Source: an optimization exercise on an open RTL-to-GDS flow (aim: small area). Production flows keep margins and buffers that such runs may drop. Only simulation tests tie the RTL to the original design; equivalence was not proved. The clock port is modelled as an ideal driver; clocking choices that lean on that would not hold on a real chip. Power figures rest on the tool's default switching activity, not on a simulated workload.

the baseline:
==> module UART, before the edit <==
module UART(
    input clk,
    input rst,
    input start,
    output tx,
    input rx,
    output reg [7:0] rxdata,
    output Rxflag
    );
    localparam [13:0] C_START = 14'd5147, C_TERM = 14'd4416, C_MASK = 14'd10943, C_POL = 14'd10922;
    localparam [12:0] R_START = 13'd7005, R_TERM = 13'd392, R_MASK = 13'd1663, R_POL = 13'd2730;
    reg p0;
    reg [3:0] m;
    wire idle = ~p0 & (m == 4'd0);
    wire m10 = m[3] & m[1];                  
    assign tx = ~(m[0] | m[2]);             
    reg [13:0] cq;
    wire [13:0] c = cq ^ C_POL;
    wire cterm = (c & C_MASK) == (C_TERM & C_MASK);
    wire cclr = rst | idle | cterm;
    wire [13:0] c_nx = cclr ? C_START : {c[12:0], c[12] ^ c[13]};
    reg bitdone;
    always @(posedge clk) begin
        cq <= c_nx ^ C_POL;
        bitdone <= ~rst & ~idle & cterm;
    end
    always @(posedge clk) begin
        p0 <= ~rst & ((idle & start) | (bitdone & ~m10));
        if (rst | (bitdone & m10)) m <= 4'd0;
        else if (p0) m <= m + 4'd1;
    end
    localparam RI = 2'd0, RW = 2'd1, RR = 2'd2, RC = 2'd3;
    reg [1:0] rstate;
    reg [3:0] rindex;
    reg [12:0] rq;
    wire [12:0] r = rq ^ R_POL;
    wire rterm = (r & R_MASK) == (R_TERM & R_MASK);
    wire rw = rstate == RW;
    wire [12:0] r_nx = (rst | ~rw | rterm) ? R_START : {r[11:0], r[3] ^ r[12]};
    always @(posedge clk) rq <= r_nx ^ R_POL;
    assign Rxflag = (rstate == RI) & rindex[3];
    always @(posedge clk)
    if (rst) begin
        rxdata <= 8'h00;
        rindex <= 4'd0;
        rstate <= RI;
    end else case (rstate)
        RI: begin
            rxdata <= 8'h00;
            rindex <= 4'd0;
            if (!rx) rstate <= RR;
        end
        RW: if (rterm) begin
            rstate <= RR;
            rxdata <= {rx, rxdata[7:1]};
        end
        RR: if (bitdone) rstate <= RC;
        default: if (!rindex[3]) begin
            rindex <= rindex + 4'd1;
            rstate <= RW;
        end else
            rstate <= RI;
    endcase
endmodule
export LEC_CHECK = 0
export CAP_MARGIN = 20
export CORE_MARGIN = 2
export CORE_UTILIZATION = 40
export PLACE_DENSITY = 0.6
export SLEW_MARGIN = 20
create_clock -name core_clock -period 10.0 [get_ports {clk}]
standard.sh (not shown) runs the stock make flow with config.mk's settings and CLKGATE_MAP_FILE= SYNTH_SCRIPT=/design/flow/synth_recipe.tcl, a recipe that flattens the netlist after the stock synthesis.
==> flow/flow/run.sh <==
#!/bin/bash
# Own layout flow: the standard ORFS flow (standard.sh) with
#  - synthesis: the standard synthesis script, but abc maps with an
#    area-oriented script (flow/area.abc) and no adder extraction;
#    registers, names and flattening are unchanged;
#  - port buffers: buf_1 instead of the default choice;
#  - CTS: clkbuf_8 buffers only, no dummy loads.
set -euo pipefail
HERE=$(pwd)
# synthesis wrapper: synth_recipe.tcl with abc's script swapped
{
  head -n 1 synth_recipe.tcl
  cat <<EOF
proc abc {args} {
  set i [lsearch -exact \$args -script]
  if {\$i >= 0} { lset args [expr {\$i+1}] $HERE/flow/area.abc }
  yosys abc {*}\$args
}
EOF
  tail -n +2 synth_recipe.tcl
} > area_synth.tcl
export ADDER_MAP_FILE=
bash standard.sh SYNTH_SCRIPT=$HERE/area_synth.tcl \
  "BUFFER_PORTS_ARGS=-buffer_cell sky130_fd_sc_hd__buf_1" \
  "CTS_ARGS=-sink_clustering_enable -repair_clock_nets -dont_use_dummy_load -buf_list sky130_fd_sc_hd__clkbuf_8" \
  finish > flow.log 2>&1
==> flow/flow/area.abc <==
strash
ifraig
dch -f
map -a
mfs2 -a
strash
dch -f
map -a
mfs2 -a
strash
dch -f
map -a
topo
dnsize
Here is what was changed in the inputs of the candidate compared with the baseline.
==> flow/design.v <==
`timescale 1ns / 1ps
module UART(
    input clk,
    input rst,
    input start,
    output tx,
    input rx,
    output reg [7:0] rxdata,
    output Rxflag
    );
    localparam [13:0] C_START = 14'd5147, C_TERM = 14'd4416, C_MASK = 14'd10943, C_POL = 14'd5461;
    localparam [12:0] R_START = 13'd3667, R_TERM = 13'd2304, R_MASK = 13'd3703, R_POL = 13'd2730;
    reg p0;
    reg [3:0] m;
    wire idle = ~p0 & (m == 4'd0);
    wire m10 = m[3] & m[1];                  
    assign tx = ~(m[0] | m[2]);             
    reg [13:0] cq;
    wire [13:0] c = cq ^ C_POL;
    wire cterm = (c & C_MASK) == (C_TERM & C_MASK);
    wire cclr = rst | idle | cterm;
    wire [13:0] c_nx = cclr ? C_START : {c[12:0], c[12] ^ c[13]};
    reg bitdone;
    always @(posedge clk) begin
        cq <= c_nx ^ C_POL;
        bitdone <= ~rst & ~idle & cterm;
    end
    always @(posedge clk) begin
        p0 <= ~rst & ((idle & start) | (bitdone & ~m10));
        if (rst | (bitdone & m10)) m <= 4'd0;
        else if (p0) m <= m + 4'd1;
    end
    localparam [3:0] RFLAG = 4'd9, RIDLE = 4'd11;
    reg rcnt;
    reg [3:0] rindex;
    wire ridle = rindex[3] & rindex[0];      
    wire r8 = rindex[3] & ~rindex[0];
    assign Rxflag = ridle & ~rindex[1];
    wire counting = ~ridle & rcnt;
    reg [12:0] rq;
    wire [12:0] r = rq ^ R_POL;
    wire rterm = (r & R_MASK) == (R_TERM & R_MASK);
    wire [12:0] r_nx = (rst | ~counting | rterm) ? R_START : {r[11:0], r[0] ^ r[12]};
    always @(posedge clk) rq <= r_nx ^ R_POL;
    wire rsh = ~rst & counting & ~r8 & rterm;
    wire rhd = ~rst & ~ridle & ~rsh;
    always @(posedge clk)
        rxdata <= ({8{rsh}} & {rx, rxdata[7:1]}) | ({8{rhd}} & rxdata);
    always @(posedge clk)
    if (rst) begin
        rindex <= RIDLE;
        rcnt <= 1'b0;
    end else if (ridle) begin
        rcnt <= 1'b0;
        rindex <= rx ? RIDLE : 4'd0;
    end else if (!rcnt) begin
        if (bitdone) rcnt <= 1'b1;
    end else if (r8) begin
        rindex <= RFLAG;
    end else if (rterm) begin
        rindex <= rindex + 4'd1;
        rcnt <= 1'b0;
    end
endmodule
Results
- The candidate closes out successfully: all stages finished, all timing, DRC and antenna checks passed.
- The baseline → the candidate: worst clock skew dropped 0.011 ns; final area lower.
- Re critical path depth: the candidate is 1 up on the baseline.
- The candidate vs the baseline: amount of wire on met2 after detailed routing down in the candidate
- Compared with the baseline, the candidate shows overall via count from detail_route lower by 17.

========
== lane 1 ==
UART, a different RTL version from the one above (not shown whole).
Size in the first run: ~140 cells after synthesis, roughly 14 I/O pins, ~1400 sq um of cells after synthesis.
==> module UART, before the edit <==
module UART(
    input clk,
    input rst,
    input start,
    output tx,
    input rx,
    output reg [7:0] rxdata,
    output Rxflag
    );
    localparam [13:0] C_START = 14'd5147, C_TERM = 14'd4416, C_MASK = 14'd10943, C_POL = 14'd5461;
    localparam [12:0] R_START = 13'd1089, R_TERM = 13'd281, R_MASK = 13'd3815, R_POL = 13'd2730;
    reg p0;
    reg [3:0] m;
    wire idle = ~p0 & (m == 4'd0);
    wire m10 = m[3] & m[1];                  
    assign tx = ~(m[0] | m[2]);             
    reg [13:0] cq;
    wire [13:0] c = cq ^ C_POL;
    wire cterm = (c & C_MASK) == (C_TERM & C_MASK);
    wire cclr = rst | idle | cterm;
    wire [13:0] c_nx = cclr ? C_START : {c[12:0], c[12] ^ c[13]};
    reg bitdone;
    always @(posedge clk) begin
        cq <= c_nx ^ C_POL;
        bitdone <= ~rst & ~idle & cterm;
    end
    always @(posedge clk) begin
        p0 <= ~rst & ((idle & start) | (bitdone & ~m10));
        if (rst | (bitdone & m10)) m <= 4'd0;
        else if (p0) m <= m + 4'd1;
    end
    localparam [3:0] RFLAG = 4'd9, RIDLE = 4'd11;
    reg rcnt;
    reg [3:0] rindex;
    wire ridle = rindex[3] & rindex[0];      
    wire r8 = rindex[3] & ~rindex[0];
    assign Rxflag = ridle & ~rindex[1];
    wire counting = ~ridle & rcnt;
    reg [12:0] rq;
    wire [12:0] r = rq ^ R_POL;
    wire rterm = (r & R_MASK) == (R_TERM & R_MASK);
    wire [12:0] r_nx = (rst | ~counting | rterm) ? R_START : {r[11:0], r[11] ^ r[12]};
    always @(posedge clk) rq <= r_nx ^ R_POL;
    wire rsh = ~rst & counting & ~r8 & rterm;
    wire rhd = ~rst & ~ridle & ~rsh;
    always @(posedge clk)
        rxdata <= ({8{rsh}} & {rx, rxdata[7:1]}) | ({8{rhd}} & rxdata);
    always @(posedge clk)
    if (rst) begin
        rindex <= RIDLE;
        rcnt <= 1'b0;
    end else if (ridle) begin
        rcnt <= 1'b0;
        rindex <= rx ? RIDLE : 4'd0;
    end else if (!rcnt) begin
        if (bitdone) rcnt <= 1'b1;
    end else if (r8) begin
        rindex <= RFLAG;
    end else if (rterm) begin
        rindex <= rindex + 4'd1;
        rcnt <= 1'b0;
    end
endmodule
Settings: LEC_CHECK=0, CAP_MARGIN=20, CORE_MARGIN=2, CORE_UTILIZATION=40, PLACE_DENSITY=0.9, SLEW_MARGIN=20; clock period 10.0 ns.
==> flow/flow/run.sh <==
#!/bin/bash
# Own layout flow: the standard ORFS flow (standard.sh) with
#  - synthesis: the standard synthesis script, but abc maps with an
#    area-oriented script (flow/area.abc) and no adder extraction;
#    registers, their names and the flattening are unchanged;
#  - port buffers: buf_1 instead of the default choice;
set -euo pipefail
HERE=$(pwd)
{
  head -n 1 synth_recipe.tcl
  cat <<EOF
proc abc {args} {
  set i [lsearch -exact \$args -script]
  if {\$i >= 0} { lset args [expr {\$i+1}] $HERE/flow/area.abc }
  yosys abc {*}\$args
}
EOF
  tail -n +2 synth_recipe.tcl
} > area_synth.tcl
export ADDER_MAP_FILE=
bash standard.sh SYNTH_SCRIPT=$HERE/area_synth.tcl \
  "BUFFER_PORTS_ARGS=-buffer_cell sky130_fd_sc_hd__buf_1" \
  "CTS_ARGS=-sink_clustering_enable -repair_clock_nets -dont_use_dummy_load -buf_list sky130_fd_sc_hd__clkbuf_4" \
  POST_CTS_TCL=$HERE/flow/post_cts.tcl \
  finish > flow.log 2>&1
Other scripts of this flow, unchanged in this note and not shown: flow/flow/area.abc, flow/flow/post_cts.tcl
What lane 2 does differently from lane 1 at the input level:
==> flow/design.v <==
`timescale 1ns / 1ps
module UART(
    input clk,
    input rst,
    input start,
    output tx,
    input rx,
    output reg [7:0] rxdata,
    output Rxflag
    );
    localparam [13:0] C_START = 14'd5147, C_TERM = 14'd4416, C_MASK = 14'd10943, C_POL = 14'd5461;
    localparam [12:0] R_PRE = 13'd4640, R_PMASK = 13'd4077, R_TERM = 13'd281, R_MASK = 13'd3815, R_POL = 13'd2730;
    reg p0;
    reg [3:0] m;
    wire idle = ~p0 & (m == 4'd0);
    wire m10 = m[3] & m[1];                  
    assign tx = ~(m[0] | m[2]);             
    reg [13:0] cq;
    wire [13:0] c = cq ^ C_POL;
    wire cterm = (c & C_MASK) == (C_TERM & C_MASK);
    wire cclr = rst | idle | cterm;
    wire [13:0] c_nx = cclr ? C_START : {c[12:0], c[12] ^ c[13]};
    reg bitdone;
    always @(posedge clk) begin
        cq <= c_nx ^ C_POL;
        bitdone <= ~rst & ~idle & cterm;
    end
    always @(posedge clk) begin
        p0 <= ~rst & ((idle & start) | (bitdone & ~m10));
        if (rst | (bitdone & m10)) m <= 4'd0;
        else if (p0) m <= m + 4'd1;
    end
    localparam [3:0] RFLAG = 4'd9, RIDLE = 4'd11;
    reg [3:0] rindex;
    wire ridle = rindex[3] & rindex[0];      
    wire r8 = rindex[3] & ~rindex[0];
    assign Rxflag = ridle & ~rindex[1];
    reg [12:0] rq;
    wire [12:0] r = rq ^ R_POL;
    wire rterm = (r & R_MASK) == (R_TERM & R_MASK);
    wire rpre = (r & R_PMASK) == (R_PRE & R_PMASK);
    wire counting = ~ridle & ~rpre;
    wire [12:0] r_nx = (rst | ridle | rterm | (rpre & ~bitdone)) ? R_PRE : {r[11:0], r[11] ^ r[12]};
    always @(posedge clk) rq <= r_nx ^ R_POL;
    wire rsh = ~rst & rterm;                
    wire rhd = ~rst & ~ridle & ~rsh;
    always @(posedge clk)
        rxdata <= ({8{rsh}} & {rx, rxdata[7:1]}) | ({8{rhd}} & rxdata);
    always @(posedge clk)
    if (rst)
        rindex <= RIDLE;
    else if (ridle)
        rindex <= rx ? RIDLE : 4'd0;
    else if (counting & r8)
        rindex <= RFLAG;
    else if (rterm)
        rindex <= rindex + 4'd1;
endmodule
Lane 2 ends up with a share of the clock period used by the worst path after layout that is 0.97 points higher than in lane 1. The via count reported for lane 2 is higher than the one for lane 1. Of lane 2 and lane 1, it is lane 2 that has the higher clock-net power. Time the final worst path needs with I/O delays and setup sits higher in lane 2 than in lane 1. Lane 2 vs. lane 1: utilization moved up; die area saw a decrease; combinational cell fraction of total power increased 5.9 points. Summary of the comparison: relative area of clock buffers and inverters in the final design is higher in lane 2, relative to lane 1. Lane 2 improves on lane 1 in worst clock skew. Setup slack on the worst flop-to-flop path deteriorates in lane 2 relative to lane 1. In the flow results for lane 1 and lane 2, the setup slack is smaller on lane 2.

==> separate check: timing with driven ports <==
How much do the figures lean on ideal ports? The routed layouts below were timed once more, with nothing changed but the port constraints.
Step 1 assumes that a clkbuf_16 drives the clock port and a buf_2 every other input.
Step 2 times the ports against the registers' clock, not the clock port: input delays grow and output delays shrink by t, the midpoint of the rising clock arrivals with the driver on.
Slacks: ideal ports / drivers / drivers and shift; pairs: ideal ports / drivers.
run | t, ns | setup slack, ns | worst setup path after step 2 | slew at the worst register clock pin (ns)
the baseline | 0.310 | 6.724 / 6.700 / 6.647 | input to register | 0.09 / 0.09
the candidate | 0.308 | 6.564 / 6.540 / 6.697 | input to register | 0.08 / 0.08
lane 1 | 0.502 | 6.685 / 6.662 / 6.260 | input to register | 0.11 / 0.11
lane 2 | 0.499 | 6.588 / 6.568 / 6.419 | input to register | 0.09 / 0.09
After both steps setup and hold are still met in every run listed. The setup slack of lane 1, which loses most, moves by -0.023 ns with the drivers and by -0.425 ns with both steps.
